From an optimization exercise on the open Yosys and OpenROAD flow, aimed at small area; shortcuts taken in it are not production practice.
Where RTL was checked, it was by simulation tests only, not by an equivalence proof against the original.

job 2693:
==> flow/design.v (excerpt) <==
module cordic_pipeline_top(
    input clk,
    input rst_n,
    input en,
    input mode,
    input [15:0] xi,
    input [15:0] yi,
    input [15:0] zi,
    output [15:0] xo,
    output [15:0] yo,
    output [15:0] zo,
    output valid
);
For scale: ~4000 cells after synthesis, roughly 100 I/O pins, about 0.031 mm² of cells after synthesis.
==> flow/config.mk <==
export PLATFORM = sky130hd
export DESIGN_NAME = cordic_pipeline_top
export DESIGN_NICKNAME = cordic_pipeline_top
export VERILOG_FILES = /design/flow/design.v
export SDC_FILE = /design/flow/constraint.sdc
export NUM_CORES = 4
export LEC_CHECK = 0
export ABC_AREA = 1
export CAP_MARGIN = 20
export CORE_MARGIN = 2
export CORE_UTILIZATION = 40
export CTS_BUF_LIST = sky130_fd_sc_hd__clkbuf_8 sky130_fd_sc_hd__clkbuf_16
export CTS_CLUSTER_DIAMETER = 100
export CTS_CLUSTER_SIZE = 30
export SLEW_MARGIN = 20
==> flow/constraint.sdc <==
create_clock -name core_clock -period 8.0 [get_ports {clk}]
set_input_delay 1.6000 -clock core_clock [delete_from_list [all_inputs] [get_ports {clk}]]
set_output_delay 1.6000 -clock core_clock [all_outputs]
set_load 0.01 [all_outputs]
run.sh (not shown) runs the stock make flow with config.mk's settings and CLKGATE_MAP_FILE= SYNTH_SCRIPT=/design/flow/synth_recipe.tcl, a recipe that flattens the netlist after the stock synthesis.
Job 2693: no failed stages, no open violations at the end
Relative to job 2693, the following input files were edited for job 6181:
- swapping 40 for 55 in CORE_UTILIZATION
Notes after the runs:
- Register-to-register slack was higher in the run labelled job 2693.
- Job 6181 vs. job 2693: number of clock-tree buffers in the layout went up 1; number of placement rows went down 15; normalized max-slew margin went up 23 points; number of buffers outside the clock class in the layout went up 1.6%.
- Job 6181: minimum period implied by the final worst setup slack 0.065 ns above job 2693
- Job 2693 was larger in final cell area than job 6181.
- Least setup slack across all paths after layout on job 6181 is behind job 2693.
- Number of flip-flops and latches: job 2693 vs job 6181 identical
Modified inputs, job 5322 compared to job 6181
- CTS_CLUSTER_DIAMETER: 100 -> unset
- CTS_BUF_LIST: sky130_fd_sc_hd__clkbuf_8 sky130_fd_sc_hd__clkbuf_16 -> sky130_fd_sc_hd__clkbuf_2 sky130_fd_sc_hd__clkbuf_4
- CTS_CLUSTER_SIZE: 30 -> unset
- CORE_UTILIZATION: 55 -> 40
Notes after the runs:
Summary of job 5322 over job 6181: final-layout clock buffer total now larger; clock period minus worst slack decreased 0.086 ns. The higher cell area after layout came out of job 5322. Comparing the two runs side by side, job 5322 comes out behind job 6181 on global-route wire length before repair.
Input-level comparison between job 413 and job 5322:
- CTS_BUF_LIST removed (was sky130_fd_sc_hd__clkbuf_2 sky130_fd_sc_hd__clkbuf_4)
--- outcome ---
- Job 5322 → job 413: design area increased by 0.87% relative to the old numbers, sequential cell count closely matched the old numbers.
- Ratio of final minimum period to clock period: job 5322 vs job 413 — no meaningful difference
- Count of clock buffers in the final design of job 413 falls short of that of job 5322 by more than half.
- The number of antenna violations at the first check in global routing of job 413 falls short of that of job 5322 by 2.
No run of this note included a check of the RTL's function; only the layout flow was run.

========
The RTL this note starts from:
==> flow/design.v <==
module add16_rca(
    input [15:0] a,
    input [15:0] b,
    input ci,
    output [15:0] s
);
wire [16:0] c;
assign c[0] = ci;
genvar k;
generate for (k = 0; k < 16; k = k + 1) begin : g
    assign s[k] = a[k] ^ b[k] ^ c[k];
    assign c[k+1] = (a[k] & b[k]) | (a[k] & c[k]) | (b[k] & c[k]);
end endgenerate
endmodule
module cordic_pipeline_top(
    input clk,
    input rst_n,
    input en,
    input mode,
    input [15:0] xi,
    input [15:0] yi,
    input [15:0] zi,
    output [15:0] xo,
    output [15:0] yo,
    output [15:0] zo,
    output valid
);
reg [5:0] valid_r;
always @(posedge clk or negedge rst_n)
    if (!rst_n) valid_r <= 6'b0;
    else valid_r <= {valid_r[4:0], en};
assign valid = valid_r[5];
wire d0 = mode ? yi[15] : ~zi[15];
wire [15:0] x1, y1;
add16_rca ux0(.a(xi), .b(yi ^ {16{d0}}), .ci(d0), .s(x1));
add16_rca uy0(.a(yi), .b(xi ^ {16{~d0}}), .ci(~d0), .s(y1));
wire [15:0] z1;
add16_rca uz0(.a(zi), .b(16'h3244 ^ {16{d0}}), .ci(d0), .s(z1));
reg [15:0] xr0, yr0, zr0;
reg mr0;
always @(posedge clk) begin
    xr0 <= x1;
    yr0 <= y1;
    zr0 <= z1;
    mr0 <= mode;
end
wire d1 = mr0 ? yr0[15] : ~zr0[15];
wire [15:0] x2, y2;
add16_rca ux1(.a(xr0), .b({{1{yr0[15]}}, yr0[15:1]} ^ {16{d1}}), .ci(d1), .s(x2));
add16_rca uy1(.a(yr0), .b({{1{xr0[15]}}, xr0[15:1]} ^ {16{~d1}}), .ci(~d1), .s(y2));
wire [15:0] z2;
add16_rca uz1(.a(zr0), .b(16'h1DAC ^ {16{d1}}), .ci(d1), .s(z2));
wire d2 = mr0 ? y2[15] : ~z2[15];
wire [15:0] x3, y3;
add16_rca ux2(.a(x2), .b({{2{y2[15]}}, y2[15:2]} ^ {16{d2}}), .ci(d2), .s(x3));
add16_rca uy2(.a(y2), .b({{2{x2[15]}}, x2[15:2]} ^ {16{~d2}}), .ci(~d2), .s(y3));
wire [15:0] z3;
add16_rca uz2(.a(z2), .b(16'h0FAE ^ {16{d2}}), .ci(d2), .s(z3));
reg [15:0] xr1, yr1, zr1;
reg mr1;
always @(posedge clk) begin
    xr1 <= x3;
    yr1 <= y3;
    zr1 <= z3;
    mr1 <= mr0;
end
wire d3 = mr1 ? yr1[15] : ~zr1[15];
wire [15:0] x4, y4;
add16_rca ux3(.a(xr1), .b({{3{yr1[15]}}, yr1[15:3]} ^ {16{d3}}), .ci(d3), .s(x4));
add16_rca uy3(.a(yr1), .b({{3{xr1[15]}}, xr1[15:3]} ^ {16{~d3}}), .ci(~d3), .s(y4));
wire [15:0] z4;
add16_rca uz3(.a(zr1), .b(16'h07F5 ^ {16{d3}}), .ci(d3), .s(z4));
wire d4 = mr1 ? y4[15] : ~z4[15];
wire [15:0] x5, y5;
add16_rca ux4(.a(x4), .b({{4{y4[15]}}, y4[15:4]} ^ {16{d4}}), .ci(d4), .s(x5));
add16_rca uy4(.a(y4), .b({{4{x4[15]}}, x4[15:4]} ^ {16{~d4}}), .ci(~d4), .s(y5));
wire [15:0] z5;
add16_rca uz4(.a(z4), .b(16'h03FF ^ {16{d4}}), .ci(d4), .s(z5));
reg [15:0] xr2, yr2, zr2;
reg mr2;
always @(posedge clk) begin
    xr2 <= x5;
    yr2 <= y5;
    zr2 <= z5;
    mr2 <= mr1;
end
wire zin5 = (zr2[15:10] == {6{1'b0}}) | (zr2[15:10] == {6{1'b1}});   
wire d5 = mr2 ? yr2[15] : ~zr2[15];
wire [15:0] x6, y6;
add16_rca ux5(.a(xr2), .b({{5{yr2[15]}}, yr2[15:5]} ^ {16{d5}}), .ci(d5), .s(x6));
add16_rca uy5(.a(yr2), .b({{5{xr2[15]}}, xr2[15:5]} ^ {16{~d5}}), .ci(~d5), .s(y6));
wire d6 = mr2 ? y6[15] : (zin5 ? zr2[9] : ~zr2[15]);
wire [15:0] x7, y7;
add16_rca ux6(.a(x6), .b({{6{y6[15]}}, y6[15:6]} ^ {16{d6}}), .ci(d6), .s(x7));
add16_rca uy6(.a(y6), .b({{6{x6[15]}}, x6[15:6]} ^ {16{~d6}}), .ci(~d6), .s(y7));
wire d7 = mr2 ? y7[15] : (zin5 ? zr2[8] : ~zr2[15]);
wire [15:0] x8, y8;
add16_rca ux7(.a(x7), .b({{7{y7[15]}}, y7[15:7]} ^ {16{d7}}), .ci(d7), .s(x8));
add16_rca uy7(.a(y7), .b({{7{x7[15]}}, x7[15:7]} ^ {16{~d7}}), .ci(~d7), .s(y8));
wire [15:0] zk3 = 16'd896 - ({13'b0, {d5, d6, d7}} << 8);
wire [15:0] zs3;
add16_rca uzs3(.a(zr2), .b(zk3), .ci(1'b0), .s(zs3));
reg [15:0] xr3, yr3, zr3;
reg mr3;
always @(posedge clk) begin
    xr3 <= x8;
    yr3 <= y8;
    zr3 <= zs3;
    mr3 <= mr2;
end
wire zin8 = (zr3[15:7] == {9{1'b0}}) | (zr3[15:7] == {9{1'b1}});   
wire d8 = mr3 ? yr3[15] : ~zr3[15];
wire [15:0] x9, y9;
add16_rca ux8(.a(xr3), .b({{8{yr3[15]}}, yr3[15:8]} ^ {16{d8}}), .ci(d8), .s(x9));
add16_rca uy8(.a(yr3), .b({{8{xr3[15]}}, xr3[15:8]} ^ {16{~d8}}), .ci(~d8), .s(y9));
wire d9 = mr3 ? y9[15] : (zin8 ? zr3[6] : ~zr3[15]);
wire [15:0] x10, y10;
add16_rca ux9(.a(x9), .b({{9{y9[15]}}, y9[15:9]} ^ {16{d9}}), .ci(d9), .s(x10));
add16_rca uy9(.a(y9), .b({{9{x9[15]}}, x9[15:9]} ^ {16{~d9}}), .ci(~d9), .s(y10));
wire d10 = mr3 ? y10[15] : (zin8 ? zr3[5] : ~zr3[15]);
wire [15:0] x11, y11;
add16_rca ux10(.a(x10), .b({{10{y10[15]}}, y10[15:10]} ^ {16{d10}}), .ci(d10), .s(x11));
add16_rca uy10(.a(y10), .b({{10{x10[15]}}, x10[15:10]} ^ {16{~d10}}), .ci(~d10), .s(y11));
wire [15:0] zk4 = 16'd112 - ({13'b0, {d8, d9, d10}} << 5);
wire [15:0] zs4;
add16_rca uzs4(.a(zr3), .b(zk4), .ci(1'b0), .s(zs4));
reg [15:0] xr4, yr4, zr4;
reg mr4;
always @(posedge clk) begin
    xr4 <= x11;
    yr4 <= y11;
    zr4 <= zs4;
    mr4 <= mr3;
end
wire zin11 = (zr4[15:4] == {12{1'b0}}) | (zr4[15:4] == {12{1'b1}});   
wire d11 = mr4 ? yr4[15] : ~zr4[15];
wire [15:0] x12, y12;
add16_rca ux11(.a(xr4), .b({{11{yr4[15]}}, yr4[15:11]} ^ {16{d11}}), .ci(d11), .s(x12));
add16_rca uy11(.a(yr4), .b({{11{xr4[15]}}, xr4[15:11]} ^ {16{~d11}}), .ci(~d11), .s(y12));
wire d12 = mr4 ? y12[15] : (zin11 ? zr4[3] : ~zr4[15]);
wire [15:0] x13, y13;
add16_rca ux12(.a(x12), .b({{12{y12[15]}}, y12[15:12]} ^ {16{d12}}), .ci(d12), .s(x13));
add16_rca uy12(.a(y12), .b({{12{x12[15]}}, x12[15:12]} ^ {16{~d12}}), .ci(~d12), .s(y13));
wire d13 = mr4 ? y13[15] : (zin11 ? zr4[2] : ~zr4[15]);
wire [15:0] x14, y14;
add16_rca ux13(.a(x13), .b({{13{y13[15]}}, y13[15:13]} ^ {16{d13}}), .ci(d13), .s(x14));
add16_rca uy13(.a(y13), .b({{13{x13[15]}}, x13[15:13]} ^ {16{~d13}}), .ci(~d13), .s(y14));
wire [15:0] zk5 = 16'd14 - ({13'b0, {d11, d12, d13}} << 2);
wire [15:0] zs5;
add16_rca uzs5(.a(zr4), .b(zk5), .ci(1'b0), .s(zs5));
reg [15:0] xr5, yr5, zr5;
reg mr5;
always @(posedge clk) begin
    xr5 <= x14;
    yr5 <= y14;
    zr5 <= zs5;
    mr5 <= mr4;
end
wire zin14 = (zr5[15:1] == {15{1'b0}}) | (zr5[15:1] == {15{1'b1}});   
wire d14 = mr5 ? yr5[15] : ~zr5[15];
wire [15:0] x15, y15;
add16_rca ux14(.a(xr5), .b({{14{yr5[15]}}, yr5[15:14]} ^ {16{d14}}), .ci(d14), .s(x15));
add16_rca uy14(.a(yr5), .b({{14{xr5[15]}}, xr5[15:14]} ^ {16{~d14}}), .ci(~d14), .s(y15));
wire [15:0] zk6 = 16'd1 - ({15'b0, d14} << 1);
wire [15:0] zs6;
add16_rca uzs6(.a(zr5), .b(zk6), .ci(1'b0), .s(zs6));
assign xo = x15;
assign yo = y15;
assign zo = zs6;
endmodule
export LEC_CHECK = 0
export ABC_AREA = 1
export CAP_MARGIN = 20
export CORE_MARGIN = 2
export CORE_UTILIZATION = 55
export CTS_BUF_LIST = sky130_fd_sc_hd__clkbuf_8 sky130_fd_sc_hd__clkbuf_16
export CTS_CLUSTER_DIAMETER = 100
export CTS_CLUSTER_SIZE = 30
export SLEW_MARGIN = 20
create_clock -name core_clock -period 8.0 [get_ports {clk}]
standard.sh (not shown) runs the stock make flow with config.mk's settings and CLKGATE_MAP_FILE= SYNTH_SCRIPT=/design/flow/synth_recipe.tcl, a recipe that flattens the netlist after the stock synthesis.
==> flow/flow/run.sh <==
#!/bin/bash
# The standard layout (standard.sh), with these changes:
#  - synthesis leaves the adders to ABC (no full/half adder cells extracted first) and maps
#    with a delay-targeted area script (flow/abc_area_d.script, through flow/synth.tcl, which is
#    synth_recipe.tcl plus that one change);
#  - the port buffers use the smallest buffer cell.
set -euo pipefail
W=$PWD
export ADDER_MAP_FILE=
export BUFFER_PORTS_ARGS="-buffer_cell sky130_fd_sc_hd__buf_1"
export MY_ABC_SCRIPT="$W/flow/abc_area_d.script"
sed "s|SYNTH_SCRIPT=[^ ]*|SYNTH_SCRIPT=$W/flow/synth.tcl|" standard.sh > my_standard.sh
grep -q "SYNTH_SCRIPT=$W/flow/synth.tcl" my_standard.sh
bash my_standard.sh > standard_flow.log 2>&1
==> flow/flow/abc_area_d.script <==
strash
dch
map -B 0.9 -D 7000
topo
stime -c
buffer -c
upsize -c -D 7000
dnsize -c -D 7000
==> flow/flow/synth.tcl <==
proc synth {args} { yosys synth -nofsm -noshare {*}$args }
# ABC maps with the script in MY_ABC_SCRIPT instead of ORFS's area script.
proc abc {args} {
  set i [lsearch -exact $args -script]
  if { $i >= 0 && [info exists ::env(MY_ABC_SCRIPT)] } {
    set args [lreplace $args [expr {$i + 1}] [expr {$i + 1}] $::env(MY_ABC_SCRIPT)]
  }
  yosys abc {*}$args
}
source $::env(SCRIPTS_DIR)/synth.tcl
# left out here: clear keep_hierarchy, flatten, clean up, hide names made inside functions, write 1_2_yosys.v
Next try:
--- a/flow/flow/run.sh
+++ b/flow/flow/run.sh
@@ -3,2 +3,3 @@
-#  - synthesis leaves the adders to ABC (no full/half adder cells extracted first) and maps
-#    with a delay-targeted area script (flow/abc_area_d.script, through flow/synth.tcl, which is
+#  - synthesis leaves the adders to ABC (no full/half adder cells extracted first) and maps in
+#    two passes with delay-targeted area scripts: the logic next to the ports with
+#    flow/abc_area_io.script, the rest with flow/abc_area_d.script (flow/synth.tcl is
@@ -11,0 +13 @@
+export MY_ABC_SCRIPT_IO="$W/flow/abc_area_io.script"
==> flow/flow/abc_area_d.script (replaced) <==
strash
dch
map -B 0.9
topo
stime -c
dnsize -c
==> flow/flow/abc_area_io.script (new file) <==
strash
dch
map -B 0.9 -D 6000
topo
stime -c
buffer -c
upsize -c -D 6000
dnsize -c -D 6000
--- a/flow/flow/synth.tcl
+++ b/flow/flow/synth.tcl
@@ -2 +2,3 @@
-# ABC maps with the script in MY_ABC_SCRIPT instead of ORFS's area script.
+# ABC maps in two passes with delay-targeted area scripts: first the logic between the ports
+# and the registers (whose paths also carry the input and output delays) with
+# MY_ABC_SCRIPT_IO, then everything else with MY_ABC_SCRIPT.
@@ -6 +8,9 @@
-    set args [lreplace $args [expr {$i + 1}] [expr {$i + 1}] $::env(MY_ABC_SCRIPT)]
+    set a_in [lreplace $args [expr {$i + 1}] [expr {$i + 1}] $::env(MY_ABC_SCRIPT_IO)]
+    set a_rest [lreplace $args [expr {$i + 1}] [expr {$i + 1}] $::env(MY_ABC_SCRIPT)]
+    set ff {sky130_fd_sc_hd__dfxtp_1 sky130_fd_sc_hd__dfrtp_1}
+    yosys select -set ffs {*}[lmap c $ff {string cat t:$c}]
+    yosys select -set iocone o:* %ci*:-sky130_fd_sc_hd__dfxtp_1\[Q\]:-sky130_fd_sc_hd__dfrtp_1\[Q\] i:* %co*:-sky130_fd_sc_hd__dfxtp_1\[D,CLK\]:-sky130_fd_sc_hd__dfrtp_1\[D,CLK,RESET_B\] %u @ffs %d
+    yosys abc {*}$a_in @iocone
+    yosys abc {*}$a_rest
+  } else {
+    yosys abc {*}$args
@@ -8 +17,0 @@
-  yosys abc {*}$args
- CORE_UTILIZATION: 55 -> 65
- CTS_BUF_LIST: sky130_fd_sc_hd__clkbuf_8 sky130_fd_sc_hd__clkbuf_16 -> sky130_fd_sc_hd__clkbuf_8
- CTS_CLUSTER_DIAMETER: 100 -> 80
- CTS_CLUSTER_SIZE: 30 -> 18
After rerunning:
- The changed run passed the timing, design-rule and antenna checks
- final cell count rose by 0.89%
- design area rose by 0.59%
- worst setup slack improves by 0.26 ns
Next try:
==> flow/flow/run.sh (replaced) <==
#!/bin/bash
# The standard layout (standard.sh) with two changes:
#  - synthesis leaves the adders to ABC (no full/half adder cells extracted first);
#  - the port buffers use the smallest buffer cell.
set -euo pipefail
export ADDER_MAP_FILE=
export BUFFER_PORTS_ARGS="-buffer_cell sky130_fd_sc_hd__buf_1"
bash standard.sh > standard_flow.log 2>&1
- CORE_UTILIZATION: 65 -> 55
- CTS_BUF_LIST: sky130_fd_sc_hd__clkbuf_8 -> sky130_fd_sc_hd__clkbuf_8 sky130_fd_sc_hd__clkbuf_16
- CTS_CLUSTER_DIAMETER: 80 -> 100
- CTS_CLUSTER_SIZE: 18 -> 30
- MIN_ROUTING_LAYER: not set -> met2
removed: flow/flow/abc_area_d.script
removed: flow/flow/abc_area_io.script
removed: flow/flow/synth.tcl
Effect: The new run ran to the end with no violations; via count rises by a quarter to a third; routed wire length rises by a few percent; global-route usage rises by 8.7 points; final area falls slightly; sequential share of layout area rises by 0.20 points; synthesized area rises by a few percent.
Next try:
==> flow/flow/run.sh (replaced) <==
#!/bin/bash
# The standard layout (standard.sh), with these changes:
#  - synthesis leaves the adders to ABC (no full/half adder cells extracted first) and maps in
#    two passes with delay-targeted area scripts: the logic next to the ports with
#    flow/abc_area_io.script, the rest with flow/abc_area_d.script (flow/synth.tcl is
#    synth_recipe.tcl plus that one change);
#  - the port buffers use the smallest buffer cell.
set -euo pipefail
W=$PWD
export ADDER_MAP_FILE=
export BUFFER_PORTS_ARGS="-buffer_cell sky130_fd_sc_hd__buf_1"
export MY_ABC_SCRIPT="$W/flow/abc_area_d.script"
export MY_ABC_SCRIPT_IO="$W/flow/abc_area_io.script"
sed "s|SYNTH_SCRIPT=[^ ]*|SYNTH_SCRIPT=$W/flow/synth.tcl|" standard.sh > my_standard.sh
grep -q "SYNTH_SCRIPT=$W/flow/synth.tcl" my_standard.sh
bash my_standard.sh > standard_flow.log 2>&1
==> flow/flow/abc_area_d.script (new file) <==
strash
dch
map -B 0.9
topo
stime -c
buffer -c
upsize -c
dnsize -c
==> flow/flow/abc_area_io.script (new file) <==
strash
dch
map -B 0.9 -D 6000
topo
stime -c
buffer -c
upsize -c -D 6000
dnsize -c -D 6000
==> flow/flow/synth.tcl (new file) <==
proc synth {args} { yosys synth -nofsm -noshare {*}$args }
# ABC maps in two passes with delay-targeted area scripts: first the logic between the ports
# and the registers (whose paths also carry the input and output delays) with
# MY_ABC_SCRIPT_IO, then everything else with MY_ABC_SCRIPT.
proc abc {args} {
  set i [lsearch -exact $args -script]
  if { $i >= 0 && [info exists ::env(MY_ABC_SCRIPT)] } {
    set a_in [lreplace $args [expr {$i + 1}] [expr {$i + 1}] $::env(MY_ABC_SCRIPT_IO)]
    set a_rest [lreplace $args [expr {$i + 1}] [expr {$i + 1}] $::env(MY_ABC_SCRIPT)]
    set ff {sky130_fd_sc_hd__dfxtp_1 sky130_fd_sc_hd__dfrtp_1}
    yosys select -set ffs {*}[lmap c $ff {string cat t:$c}]
    yosys select -set iocone o:* %ci*:-sky130_fd_sc_hd__dfxtp_1\[Q\]:-sky130_fd_sc_hd__dfrtp_1\[Q\] i:* %co*:-sky130_fd_sc_hd__dfxtp_1\[D,CLK\]:-sky130_fd_sc_hd__dfrtp_1\[D,CLK,RESET_B\] %u @ffs %d
    yosys abc {*}$a_in @iocone
    yosys abc {*}$a_rest
  } else {
    yosys abc {*}$args
  }
}
source $::env(SCRIPTS_DIR)/synth.tcl
# left out here: clear keep_hierarchy, flatten, clean up, hide names made inside functions, write 1_2_yosys.v
- CORE_UTILIZATION: 55 -> 65
- CTS_BUF_LIST: sky130_fd_sc_hd__clkbuf_8 sky130_fd_sc_hd__clkbuf_16 -> sky130_fd_sc_hd__clkbuf_8
- CTS_CLUSTER_DIAMETER: 100 -> 80
- CTS_CLUSTER_SIZE: 30 -> 18
- MIN_ROUTING_LAYER: met2 -> not set
What happened: Routed wire length came out lower by a few percent; clock skew climbs by 0.0057 ns; global-route usage shrinks by 9.2 points; setup slack improves by 0.40 ns; sequential share of layout area climbs by 0.17 points; clock-buffer cell count rises by 4; worst hold slack barely changes.

==> re-timing with driven ports <==
In the flow no input, the clock included, has a driving cell. The finished layouts below were timed again as built, in two steps. Step 1 (the two cells are an assumption about what drives the block):
set clk [get_ports {clk}]
set_driving_cell -lib_cell sky130_fd_sc_hd__clkbuf_16 $clk
set_driving_cell -lib_cell sky130_fd_sc_hd__buf_2 [delete_from_list [all_inputs] $clk]
Step 2, shift: input delay + t, output delay - t, t = (earliest + latest rising clock arrival at the registers) / 2. This alone moves slack from input paths to output paths. a / b / c = ideal ports / drivers / drivers and shift; a / b = the first two.
| run | t, ns | slack for setup (ns) | worst register clock-pin slew, ns | pins driven straight from the clock port |
|---|---|---|---|---|
| job 2693 | 0.600 | 0.783 / 0.783 / 0.783 | 0.11 / 0.11 | 1 |
| job 6181 | 0.601 | 0.719 / 0.719 / 0.719 | 0.11 / 0.11 | 1 |
| job 5322 | 0.863 | 0.804 / 0.804 / 0.804 | 0.08 / 0.08 | 1 |
| job 413 | 0.615 | 0.794 / 0.794 / 0.794 | 0.06 / 0.06 | 1 |
| the first run of note 2 | 0.597 | 0.252 / 0.195 / 0.158 | 0.11 / 0.11 | 1 |
| the second run of note 2 | 0.649 | 0.513 / 0.513 / 0.513 | 0.12 / 0.12 | 1 |
| the third run of note 2 | 0.611 | 0.284 / 0.229 / 0.042 | 0.12 / 0.12 | 1 |
| the fourth run of note 2 | 0.667 | 0.689 / 0.689 / 0.689 | 0.11 / 0.11 | 1 |
After both steps every run listed still meets setup and hold. For the third run of note 2, which loses most, drivers alone change the setup slack by -0.055 ns; drivers and shift together by -0.242 ns.
